From an optimization exercise on the open Yosys and OpenROAD flow, aimed at small area, a short achievable clock period and few clock cycles per item; shortcuts taken in it are not production practice.
No run shown here included a check of the RTL's function; only the layout flow was run.

### flow/design.v
module led_serial
   (
    clk,
    reset,
    keyi,
    datai,
    dataq,
    start,
    done);
   input          clk;
   input          reset;
   input  [127:0] keyi;
   input  [63:0]  datai;
   output [63:0]  dataq;
   input          start;
   output         done;
   reg  [63:0] state;
   reg  [5:0]  rc;      
   reg  [1:0]  cnt;     
   reg         ksel;    
   reg         busy;
   reg         done_r;  
   wire last = (rc == 6'h09);
   wire [63:0] mc;
   led_round u_round (.s(state), .o(mc));
   wire       step_end = (cnt == 2'd3);
   wire       use_k1 = busy ? (step_end & ~ksel) : start;
   wire       use_k2 = busy & step_end & ksel;
   wire       busy_next = busy ? ~last : start;
   wire [5:0] rca = (busy ? rc : 6'h01) & {6{busy_next}};
   wire [3:0] c8 = {busy_next, 3'b000};
   wire [3:0] c9 = {busy_next, 2'b00, busy_next};
   wire [3:0] c2 = {2'b00, busy_next, 1'b0};
   wire [3:0] c3 = {2'b00, busy_next, busy_next};
   wire [63:0] cmask = {c8, 1'b0, rca[5:3], 8'h0,
                        c9, 1'b0, rca[2:0], 8'h0,
                        c2, 1'b0, rca[5:3], 8'h0,
                        c3, 1'b0, rca[2:0], 8'h0};
   wire [63:0] state_next;
   led_mix u_mix (.mc(mc), .d(datai), .q(state), .k1(keyi[127:64]), .k2(keyi[63:0]),
                  .c(cmask), .busy(busy), .start(start), .u1(use_k1), .u2(use_k2),
                  .o(state_next));
   always @(posedge clk)
     state <= state_next;
   always @(posedge clk)
     if (start & ~busy) begin
        rc   <= 6'h03;
        cnt  <= 2'd0;
        ksel <= 1'b1;
     end else begin
        rc   <= {rc[4:0], rc[5] ^ rc[4] ^ 1'b1};
        cnt  <= cnt + 2'd1;
        if (step_end) ksel <= ~ksel;
     end
   always @(posedge clk, posedge reset)
     if (reset) begin
        busy   <= 1'b0;
        done_r <= 1'b1;
     end else begin
        busy   <= busy_next;
        done_r <= ~busy_next;
     end
   assign done  = done_r;
   assign dataq = state;
endmodule
module led_mix (mc, d, q, k1, k2, c, busy, start, u1, u2, o);
   input  [63:0] mc, d, q, k1, k2, c;
   input         busy, start, u1, u2;
   output [63:0] o;
   wire [63:0] base = busy ? mc : (start ? d : q);
   assign o = base ^ (({64{u1}} & k1) | ({64{u2}} & k2)) ^ c;
endmodule
module led_round (s, o);
   input  [63:0] s;
   output [63:0] o;
   wire [63:0] sb;
   wire [63:0] sr;
   genvar i, r, c;
   generate
      for (i = 0; i < 16; i = i + 1) begin : g_sb
         led_sbox u_sb (.x(s[63-4*i -: 4]), .y(sb[63-4*i -: 4]));
      end
      for (r = 0; r < 4; r = r + 1) begin : g_sr_r
         for (c = 0; c < 4; c = c + 1) begin : g_sr_c
            assign sr[63-4*(r*4+c) -: 4] = sb[63-4*(r*4 + (c+r)%4) -: 4];
         end
      end
      for (c = 0; c < 4; c = c + 1) begin : g_mc
         wire [15:0] m;
         led_mcol u_mc (.i({sr[63-4*c -: 4], sr[63-4*(4+c) -: 4],
                            sr[63-4*(8+c) -: 4], sr[63-4*(12+c) -: 4]}), .o(m));
         assign o[63-4*c -: 4]      = m[15:12];
         assign o[63-4*(4+c) -: 4]  = m[11:8];
         assign o[63-4*(8+c) -: 4]  = m[7:4];
         assign o[63-4*(12+c) -: 4] = m[3:0];
      end
   endgenerate
endmodule
module led_sbox (x, y);
   input  [3:0] x;
   output [3:0] y;
   wire a = x[0] & ~x[2];
   wire b = x[3] & ~a;
   wire e = x[0] & x[1];
   wire f = x[2] | ~x[1];
   wire g = ~((f & ~x[0]) | x[3]) & ~e;
   wire h = x[3] ^ x[0];
   wire k = ~((~(x[3] & x[0]) | f) & (x[3] | x[1]));
   assign y[0] = h ^ (x[2] & ~x[1]);
   assign y[1] = ~((h & x[2]) | k);
   assign y[2] = ((b | ~e) & ~(b & ~x[1])) ^ x[2];
   assign y[3] = ~((f & b) | g);
endmodule
module led_mcol (i, o);
   input  [15:0] i;
   output [15:0] o;
   wire x0 = i[15] ^ i[7];
   wire x1 = i[10] ^ i[5];
   wire x2 = i[4] ^ i[3];
   wire x3 = i[9] ^ x0;
   wire x4 = i[6] ^ i[2];
   wire x5 = i[11] ^ i[0];
   wire x6 = i[14] ^ i[8];
   wire x7 = i[12] ^ i[1];
   wire x8 = x1 ^ x7;
   wire x9 = i[13] ^ x4;
   wire x10 = i[6] ^ x5;
   wire x11 = i[1] ^ x2;
   wire x12 = i[7] ^ x6;
   wire x13 = i[12] ^ i[4];
   wire x14 = i[14] ^ i[0];
   wire x15 = x3 ^ x8;
   wire x16 = i[5] ^ x11;
   wire x17 = x3 ^ x6;
   wire x18 = i[11] ^ x9;
   wire x19 = i[13] ^ i[9];
   wire x20 = i[9] ^ i[10];
   wire x21 = i[13] ^ i[6];
   wire x22 = i[12] ^ i[2];
   wire x23 = i[8] ^ i[3];
   wire x24 = i[15] ^ i[8];
   wire x25 = x4 ^ x14;
   wire x26 = x1 ^ x23;
   wire x27 = x2 ^ x5;
   wire x28 = x4 ^ x13;
   wire x29 = i[13] ^ x5;
   wire x30 = x13 ^ x20;
   wire x31 = x2 ^ x14;
   wire x32 = x22 ^ x24;
   wire x33 = i[10] ^ x2;
   wire x34 = i[0] ^ x1;
   wire x35 = i[4] ^ x1;
   wire x36 = x10 ^ x30;
   wire x37 = x3 ^ x31;
   wire x38 = x0 ^ x10;
   wire x39 = i[3] ^ x12;
   wire x40 = i[5] ^ x28;
   wire x41 = x12 ^ x34;
   wire x42 = x27 ^ x32;
   wire x43 = i[15] ^ x8;
   wire x44 = x21 ^ x26;
   wire x45 = x10 ^ x11;
   wire x46 = x25 ^ x35;
   wire x47 = x16 ^ x19;
   wire x48 = x9 ^ x41;
   wire x49 = x18 ^ x33;
   wire x50 = x17 ^ x40;
   wire x51 = x16 ^ x38;
   wire x52 = i[2] ^ x15;
   wire x53 = x15 ^ x29;
   wire x54 = x12 ^ x36;
   wire x55 = x3 ^ x44;
   wire x56 = x17 ^ x45;
   assign o[12] = x39;
   assign o[13] = x37;
   assign o[14] = x43;
   assign o[15] = x18;
   assign o[8] = x49;
   assign o[9] = x48;
   assign o[10] = x56;
   assign o[11] = x52;
   assign o[4] = x53;
   assign o[5] = x50;
   assign o[6] = x55;
   assign o[7] = x54;
   assign o[0] = x51;
   assign o[1] = x42;
   assign o[2] = x47;
   assign o[3] = x46;
endmodule
### flow/flow/run.sh
#!/bin/bash
# Layout flow: the standard flow, with two changes.
#  1. Synthesis maps the logic with the ABC script flow/abc.script in place of
#     ORFS's abc_speed.script (same Yosys script, registers untouched).
#  2. The ports are buffered by the smallest buffer, sky130_fd_sc_hd__buf_1,
#     instead of the one buffer_ports picks by default.
set -euo pipefail
here=$(pwd)
rm -rf "$here/scripts_abc"
cp -r "$FLOW_HOME/scripts" "$here/scripts_abc"
cp "$here/flow/abc.script" "$here/scripts_abc/abc_speed.script"
bash standard.sh "SCRIPTS_DIR=$here/scripts_abc" synth > synth.log 2>&1
bash standard.sh "BUFFER_PORTS_ARGS=-buffer_cell sky130_fd_sc_hd__buf_1" SETUP_SLACK_MARGIN=6.95 TNS_END_PERCENT=0 SETUP_MOVE_SEQUENCE=sizeup,swap,buffer finish > layout.log 2>&1
### flow/flow/abc.script
&get -n
&st
&deepsyn -T 60
&dch
&nf -R 20
&put
### flow/standard.sh
#!/bin/bash
# synth_recipe.tcl (not shown) runs the flow's synth.tcl, then flattens the netlist and writes it again
# the make line also repeats each setting of config.mk as NAME=value (left out here)
make -C /OpenROAD-flow-scripts/flow DESIGN_CONFIG=/design/flow/config.mk WORK_HOME=/design/flow/orfs CLKGATE_MAP_FILE= SYNTH_SCRIPT=/design/flow/synth_recipe.tcl "${@:-finish}"
### flow/config.mk
export PLATFORM = sky130hd
export DESIGN_NAME = led_serial
export DESIGN_NICKNAME = led_serial
export VERILOG_FILES = /design/flow/design.v
export SDC_FILE = /design/flow/constraint.sdc
export NUM_CORES = 4
export LEC_CHECK = 0
export CAP_MARGIN = 20
export CORE_MARGIN = 2
export CORE_UTILIZATION = 40
export CTS_BUF_LIST = sky130_fd_sc_hd__clkbuf_8
export PLACE_DENSITY = 0.6
export SLEW_MARGIN = 20
export SYNTH_HIERARCHICAL = 1
export SYNTH_MINIMUM_KEEP_SIZE = 500
### flow/constraint.sdc
create_clock -name core_clock -period 10.0 [get_ports {clk}]
set_input_delay 2.0000 -clock core_clock [delete_from_list [all_inputs] [get_ports {clk}]]
set_output_delay 2.0000 -clock core_clock [all_outputs]
set_load 0.01 [all_outputs]
==> reports/results.tsv, run 1 <==
stage	metric	value	unit
finish	stdcell_area	0.00872	mm2
finish	syn_to_final_growth	16.4	%
finish	multi_input_area	0.00550	mm2
min_path	hold_class	flop to flop	
timing	slew_viol_final	0	
timing	fin_crit_sh	0.355	
floorplan	num_io_pins	260	
finish	nFillCells	1913	
synth	postSynthCellCount	870	
synth	synth_warnings	7	
route	drt_first_iter_violations	424	
placement	port_buffers	259	
synth	synth_common_cells	xnor2_1 (181), xor2_1 (143), a22oi_1 (75)	
placement	dp_slack	5.39	ns
timing	grt_setup_unrepaired	yes	
clock_tree	cts-root-buf	clkbuf_8	
timing	fmax	282	MHz
setup_path	worstReg2RegStart	state[40]	
setup_path	rr_endpoint	state[28]	
synth	synth_fp_nets	1083	
setup_path	cp-start-kind	input port	
clock_tree	clkTransAtPathRegs	0.08	ns
synth	synth-seq-cells	75	
timing	worst_slack	6.45	ns
setup_path	criticalPathCategory	input port to flop	
timing	finalSetupViolations	0	
synth	synth.most_common_cell	xnor2_1	
finish	final_nets	1297	
clock_tree	postCtsHoldBufs	0	
floorplan	rows	50	
timing	finalHoldViolCount	0	
global_routing	grt_first_pass_wirelength	36100	um
synth	yosysTopAreaCell	xnor2_1	
finish	layout.cells.non_filler	1324	
setup_path	endpoint	state[38]	
global_routing	antenna_found_initial	2	
setup_path	critPathLaunch	start	
synth	async_flop_share	0.0267	
synth	synth.top_cell.area_share	0.212	
route	vias	7136	
global_routing	grt_max_degree	67	
route	firstDrtPassIters	8	
setup_path	required	10.26	ns
synth	synth_area_leaders	xnor2_1 (21%), dfxtp_1 (20%), xor2_1 (17%)	
placement	dpl-instance-area	0.00836	mm2
route	drtAntennaViolNets	0	
synth	yosys_most_used_dff	dfxtp_1	
synth	yosysUniqueCellTypes	28	
setup_path	reg2reg_slack	6.65	ns
synth	netlist_area	0.00749	mm2
timing	final.setup.tns	0	ns
flow_run	maxCapViolations	0	
clock_tree	cts_max_path_buffers	2	
global_routing	grt_usage	0.231	
route	routed_via_density	5.39	
setup_path	critPathMaxFanout	46	
setup_path	crit_path_end_kind	flop	
finish	regArea	0.00151	mm2
timing	finClkSkew	0.0125	ns
floorplan	initial_core_util	0.405	
placement	dp_hpwl	18100	um
floorplan	die_w	141	um
setup_path	reg2reg_depth	10	
clock_tree	clock_latency	0.38	ns
placement	routabilityCongestion	0.931	
clock_tree	cts.sinks	75	
timing	hold_slack	0.429	ns
synth	seq_area_frac_synth	0.202	
global_routing	grt-ovfl-total	0	
clock_tree	cts_tree	done	
floorplan	die_y	141	um
clock_tree	htree_num_levels	3	
finish	drive_gt1_frac	0.0487	
placement	place_inst	1306	
route	drc_errors	0	
setup_path	cp.arrival	3.80	ns
timing	min_period	3.55	ns
synth	syn_avg_cell_area	8.61	um2
floorplan	coreArea	0.0185	mm2
floorplan	die_area	0.0198	mm2
clock_tree	numCtsBuffers	9	
route	routedWlPerCell	17.7	um
route	wirelength	23500	um
status	status	timing/DRC/antenna clean	
timing	slew_headroom	0.435	
global_routing	grt_pass1_vias	6822	
synth	synth_enable_flop_cells	0	
timing	worst_slew_pin_slew	0.846	ns
[cell usage in the layout (no fill, tap or decap), types with 2 or more instances in the layout]
| cell type | netlist | routed |
|---|---|---|
| a21oi_1 | 26 | 25 |
| buf_1 | 0 | 258 |
| clkbuf_8 | 0 | 10 |
| nand2_1 | 16 | 16 |
| o21ai_0 | 69 | 69 |
| mux2_1 | 2 | 2 |
| clkinv_1 | 40 | 40 |
| xor2_1 | 143 | 143 |
| a221o_1 | 6 | 6 |
| buf_12 | 0 | 2 |
| nand2b_1 | 3 | 3 |
| clkinvlp_4 | 0 | 2 |
| and2_0 | 4 | 4 |
| inv_1 | 0 | 2 |
| buf_4 | 64 | 6 |
| a222oi_1 | 35 | 35 |
| nor2b_1 | 28 | 27 |
| o22ai_1 | 28 | 28 |
| mux2i_1 | 12 | 12 |
| a22oi_1 | 75 | 52 |
| a22oi_2 | 0 | 23 |
| nor2_4 | 0 | 2 |
| ha_1 | 18 | 18 |
| nor2_1 | 29 | 27 |
| xnor2_1 | 181 | 181 |
| a31oi_1 | 4 | 4 |
| a221oi_1 | 6 | 6 |
| dfxtp_1 | 73 | 73 |
[worst min-delay path by stage]
stage,from,endpoint,cells after the start
final,cnt[0],cnt[0],1
after global routing,cnt[0],cnt[0],1
after CTS,cnt[0],cnt[0],1
after detailed placement,cnt[0],cnt[0],1
after global placement,cnt[0],cnt[0],1
after floorplan,cnt[0],cnt[0],1
[timing repair]
action,CTS,global route
resized for setup,34,0
setup buffers,1,0
setup endpoints to repair,88,122
pin swaps,2,0
[final cells by class]
cell class	instances	share of cell area
multi-input cells	691	0.631
flip-flops and latches	75	0.174
repair buffers	267	0.122
well taps	234	0.0336
inverters	40	0.0172
clock buffers	10	0.0158
clock inverters	6	0.00660
diodes	1	0.000287
[registers in the layout, indices dropped and copies added (netlist names)]
signal	cells
rc	6
state	64
ksel	1
busy	1
done_r	1
cnt	2
[modules after synthesis, one instance, submodules excluded]
module,flops+latches,times used,cells,cell area [um2]
led_round,0,1,511,3880
led_serial,75,1,359,3610
[cells by family after synthesis]
logic type | after synthesis | synth area share
mux | 14 | 0.0190
xor+xnor | 325 | 0.382
compound gates | 250 | 0.228
flops | 75 | 0.202
simple gates | 84 | 0.0549
buf+inv | 104 | 0.0842
fa+ha+maj | 18 | 0.0301
[stage by stage]
step                utilization
floorplan                     -
finish                    0.471
detailed placement        0.451
global route              0.471
CTS                       0.471
global placement          0.451
[worst max-delay path, cell delays in order]
cell	delay, ns
buf_8	0.08
nor2b_4	0.15
buf_12	0.26
a21oi_4	0.06
nor2_4	0.64
buf_12	0.30
a22oi_2	0.09
xor2_1	0.16
[per-layer routing]
layer	share of wire	vias to the layer above	track usage
met1	0.45	3366	0.307
met4	0.014	2	0.0563
met3	0.064	28	0.0414
met2	0.47	246	0.388
li1	-	3494	-
met5	0.00060	-	0
==> inputs of run 2 (changes only) <==
--- a/flow/design.v
+++ b/flow/design.v
@@ -24,24 +24,19 @@
    wire [63:0] mc;
    led_round u_round (.s(state), .o(mc));
    wire       step_end = (cnt == 2'd3);
-   wire       use_k1 = busy ? (step_end & ~ksel) : start;
+   wire       use_k1 = ~busy | (step_end & ~ksel);
    wire       use_k2 = busy & step_end & ksel;
-   wire       busy_next = busy ? ~last : start;
-   wire [5:0] rca = (busy ? rc : 6'h01) & {6{busy_next}};
-   wire [3:0] c8 = {busy_next, 3'b000};
-   wire [3:0] c9 = {busy_next, 2'b00, busy_next};
-   wire [3:0] c2 = {2'b00, busy_next, 1'b0};
-   wire [3:0] c3 = {2'b00, busy_next, busy_next};
-   wire [63:0] cmask = {c8, 1'b0, rca[5:3], 8'h0,
-                        c9, 1'b0, rca[2:0], 8'h0,
-                        c2, 1'b0, rca[5:3], 8'h0,
-                        c3, 1'b0, rca[2:0], 8'h0};
-   wire [63:0] state_next;
-   led_mix u_mix (.mc(mc), .d(datai), .q(state), .k1(keyi[127:64]), .k2(keyi[63:0]),
-                  .c(cmask), .busy(busy), .start(start), .u1(use_k1), .u2(use_k2),
-                  .o(state_next));
+   wire [5:0] rca = busy ? rc : 6'h01;
+   wire       addc = ~(busy & last);
+   wire [63:0] cmask = addc ? {4'h8, 1'b0, rca[5:3], 8'h0,
+                                4'h9, 1'b0, rca[2:0], 8'h0,
+                                4'h2, 1'b0, rca[5:3], 8'h0,
+                                4'h3, 1'b0, rca[2:0], 8'h0} : 64'h0;
+   wire [63:0] mask = ({64{use_k1}} & keyi[127:64]) | ({64{use_k2}} & keyi[63:0]);
+   wire [63:0] state_next = (busy ? mc : datai) ^ mask ^ cmask;
    always @(posedge clk)
-     state <= state_next;
+     if (busy | start)
+       state <= state_next;
    always @(posedge clk)
      if (start & ~busy) begin
         rc   <= 6'h03;
@@ -52,6 +47,7 @@
         cnt  <= cnt + 2'd1;
         if (step_end) ksel <= ~ksel;
      end
+   wire busy_next = busy ? ~last : start;
    always @(posedge clk, posedge reset)
      if (reset) begin
         busy   <= 1'b0;
@@ -62,13 +58,6 @@
      end
    assign done  = done_r;
    assign dataq = state;
-endmodule
-module led_mix (mc, d, q, k1, k2, c, busy, start, u1, u2, o);
-   input  [63:0] mc, d, q, k1, k2, c;
-   input         busy, start, u1, u2;
-   output [63:0] o;
-   wire [63:0] base = busy ? mc : (start ? d : q);
-   assign o = base ^ (({64{u1}} & k1) | ({64{u2}} & k2)) ^ c;
 endmodule
 module led_round (s, o);
    input  [63:0] s;
--- a/flow/flow/run.sh
+++ b/flow/flow/run.sh
@@ -10,4 +10,4 @@
 cp -r "$FLOW_HOME/scripts" "$here/scripts_abc"
 cp "$here/flow/abc.script" "$here/scripts_abc/abc_speed.script"
 bash standard.sh "SCRIPTS_DIR=$here/scripts_abc" synth > synth.log 2>&1
-bash standard.sh "BUFFER_PORTS_ARGS=-buffer_cell sky130_fd_sc_hd__buf_1" SETUP_SLACK_MARGIN=6.95 TNS_END_PERCENT=0 SETUP_MOVE_SEQUENCE=sizeup,swap,buffer finish > layout.log 2>&1
+bash standard.sh "BUFFER_PORTS_ARGS=-buffer_cell sky130_fd_sc_hd__buf_1" finish > layout.log 2>&1
==> reports/results.tsv, run 2 <==
stage	metric	value	unit	change
synth	synth-seq-cells	75		unchanged
finish	mostFrequentLayoutCell	buf_1		
route	drc_errors	0		unchanged
synth	postSynthCellCount	830		-4.6%
timing	finClkSkew	0.0124	ns	-0.0000971 ns
floorplan	rows	51		+2.0%
placement	port_buffers	259		unchanged
status	status	timing/DRC/antenna clean		
finish	n_antenna_cell	0		-1
global_routing	grt-ovfl-total	0		unchanged
route	routed_via_density	4.92		-8.8%
synth	syn_avg_cell_area	9.67	um2	+12%
timing	finalSetupViolations	0		unchanged
setup_path	critPathLaunch	state[16]		
synth	synth_enable_flop_cells	64		+64
synth	synth.most_common_cell	xnor2_1		
floorplan	die_w	146	um	+3.4%
synth	synth_area_leaders	edfxtp_1 (24%), xnor2_1 (21%), xor2_1 (16%)		
timing	slew_viol_final	0		unchanged
synth	async_flop_share	0.0267		unchanged
timing	min_period	3.24	ns	-0.310 ns
synth	netlist_area	0.00803	mm2	+7.1%
setup_path	criticalPathCategory	flop to flop		
global_routing	grt_pass1_vias	6203		-9.1%
global_routing	antenna_found_initial	0		-2
timing	final.setup.tns	0	ns	unchanged
global_routing	grt_first_pass_wirelength	33500	um	-7.4%
route	vias	6435		-9.8%
clock_tree	clock_latency	0.37	ns	about the same
synth	synth.top_cell.area_share	0.239		+0.0278
synth	yosysTopAreaCell	edfxtp_1		
clock_tree	clkTransAtPathRegs	0.09	ns	about the same
finish	layout.cells.non_filler	1309		-1.1%
placement	routabilityCongestion	0.849		-8.9%
synth	synth_common_cells	xnor2_1 (189), xor2_1 (148), a22oi_1 (74)		
setup_path	required	10.12	ns	-0.14 ns
setup_path	cp_slowest_cell	xnor2_1		
floorplan	die_area	0.0212	mm2	+6.9%
finish	nFillCells	1956		+2.2%
floorplan	num_io_pins	260		unchanged
route	wl_met3	1270	um	-15%
timing	grt_setup_unrepaired	no		
route	routedWlPerCell	16.6	um	-6.4%
clock_tree	cts_resized	0		-100%
setup_path	critPathMaxFanout	6		-87%
timing	finalHoldViolCount	0		unchanged
clock_tree	cts_max_path_buffers	2		unchanged
finish	top_regs	state x64, rc x6, cnt x2		
route	highest_layer	met4		
finish	top_register	state		
timing	worst_slew_pin_slew	0.991	ns	+0.144 ns
timing	slew_headroom	0.340		-0.0950
setup_path	cp-start-kind	flop		
finish	layout_common_cells	buf_1 (259), xnor2_1 (189), xor2_1 (148)		
timing	fmax	309	MHz	+9.6%
clock_tree	numCtsBuffers	9		unchanged
route	drtAntennaViolNets	0		unchanged
synth	synth_fp_nets	1043		-3.7%
placement	place_inst	1293		-1.0%
setup_path	path_cells	ha_1 > a22oi_1 > o21ai_0 > xnor2_1 > xnor2_1 > xor2_1 > xnor2_1 > mux2i_1 > xor2_1 > xnor2_1		
finish	syn_to_final_growth	13.6	%	
synth	seq_area_frac_synth	0.268		+0.0663
synth	yosys_most_used_dff	edfxtp_1		
finish	largest_reg_flops	64		unchanged
min_path	hold_class	flop to flop		
floorplan	initial_core_util	0.410		+0.00519
global_routing	grt_max_degree	66		-1.5%
synth	yosysUniqueCellTypes	26		-7.1%
clock_tree	htree_num_levels	3		unchanged
finish	drive_gt1_frac	0.0220		-0.0266
setup_path	path_buf_inv	0		-3
route	drt_first_iter_violations	238		-44%
setup_path	worstReg2RegStart	state[16]		
clock_tree	postCtsHoldBufs	0		unchanged
clock_tree	postCtsSetupBuffers	0		-1
route	routed-wl-met2	10300	um	-6.9%
flow_run	maxCapViolations	0		unchanged
finish	final_nets	1252		-3.5%
floorplan	coreArea	0.0196	mm2	+5.8%
floorplan	die_y	146	um	+3.4%
setup_path	cp.arrival	3.36	ns	-0.44 ns
placement	dp_hpwl	17000	um	-5.9%
timing	fin_crit_sh	0.324		-0.0310
clock_tree	cts-root-buf	clkbuf_8		
route	firstDrtPassIters	4		-4
min_path	min_from	cnt[0]		
timing	hold_slack	0.432	ns	+0.00334 ns
route	wirelength	21700	um	-7.5%
clock_tree	cts.sinks	75		unchanged
synth	synth_warnings	7		unchanged
global_routing	grt_usage	0.201		-0.0300
setup_path	path_delay_family	XOR/XNOR gates		
setup_path	max_stage_delay	0.56	ns	-0.08 ns
clock_tree	cts_tree	done		
setup_path	crit_path_end_kind	flop		
setup_path	crit_top_cell	xnor2_1		
route	wl_met1	10100	um	-4.9%
-- run 2: cell types whose count changed after synthesis, sizes merged, moves of 12 or more --
cell	previous run	this run
a21oi	26	14
a222oi	35	0
dfxtp	73	9
edfxtp	0	64
mux2i	12	66
o22ai	28	8
-- run 2: area by class of cell --
type | instances | area [um2] | share of cell area
timing repair buffer | 262 | 995 | 0.109
sequential | 75 | 2160 | 0.237
clock buffer | 10 | 138 | 0.0151
clock inverter | 6 | 80.1 | 0.00878
tap | 265 | 332 | 0.0364
multi-input combinational | 661 | 5300 | 0.582
inverter | 30 | 113 | 0.0124
-- run 2: per-layer routing --
layer | GRT usage | vias up
li1 | - | 3253
met1 | 0.272 | 2973
met2 | 0.340 | 203
met3 | 0.0420 | 6
met4 | 0.0250 | 0
met5 | 0 | -
-- run 2: kinds of logic (layout without fill, tap and decap cells) --
family,after synthesis,count (layout),synth area share
compound gates,162,162,0.129
xor+xnor,338,338,0.370
fa+ha+maj,18,18,0.0281
buf+inv,94,308,0.0739
flops,75,75,0.268
mux,66,66,0.0823
simple gates,77,77,0.0478
-- run 2: final timing paths --
check,end,slack [ns],cells past startpoint
setup / recovery,state[24],6.76,10
hold / removal,cnt[0],0.43,1
setup reg to reg,state[24],6.76,10
hold reg to reg,cnt[0],0.43,1
max in group asynchronous,done_r,8.36,2
min in group asynchronous,busy,1.45,2
-- run 2: modules after synthesis, one instance, submodules excluded --
module	copies in the design	flops+latches
led_serial	1	75
led_round	1	0
-- run 2: metrics by stage --
stage               setup slack, ns  area [um2]  utilization
global placement               6.68        8900        0.454
CTS                            6.76        9120        0.465
global route                   6.49        9120        0.465
finish                         6.76        9120        0.465
detailed placement             6.66        8900        0.454
floorplan                     0.981        8030            -

[static timing again, ports no longer ideal]
The flow's constraints put no driver on any port. The routed layouts listed below were extracted and timed again, unchanged, in two steps.
Step 1 assumes that a clkbuf_16 drives the clock port and a buf_2 every other input.
Step 2 times the ports against the registers' clock, not the clock port: input delays grow and output delays shrink by t, the midpoint of the rising clock arrivals with the driver on.
Three values: ideal, step 1, step 2; two values: the first two.
run	t, ns	slack for setup (ns)	worst register clock-pin slew, ns	worst data-port slew with drivers (ns)
run 1	0.411	6.455 / 6.431 / 6.020	0.09 / 0.09	0.08
run 2	0.403	6.765 / 6.765 / 6.699	0.09 / 0.09	0.06
After both steps setup and hold are still met in every run listed. The setup slack of run 1, which loses most, moves by -0.024 ns with the drivers and by -0.435 ns with both steps.
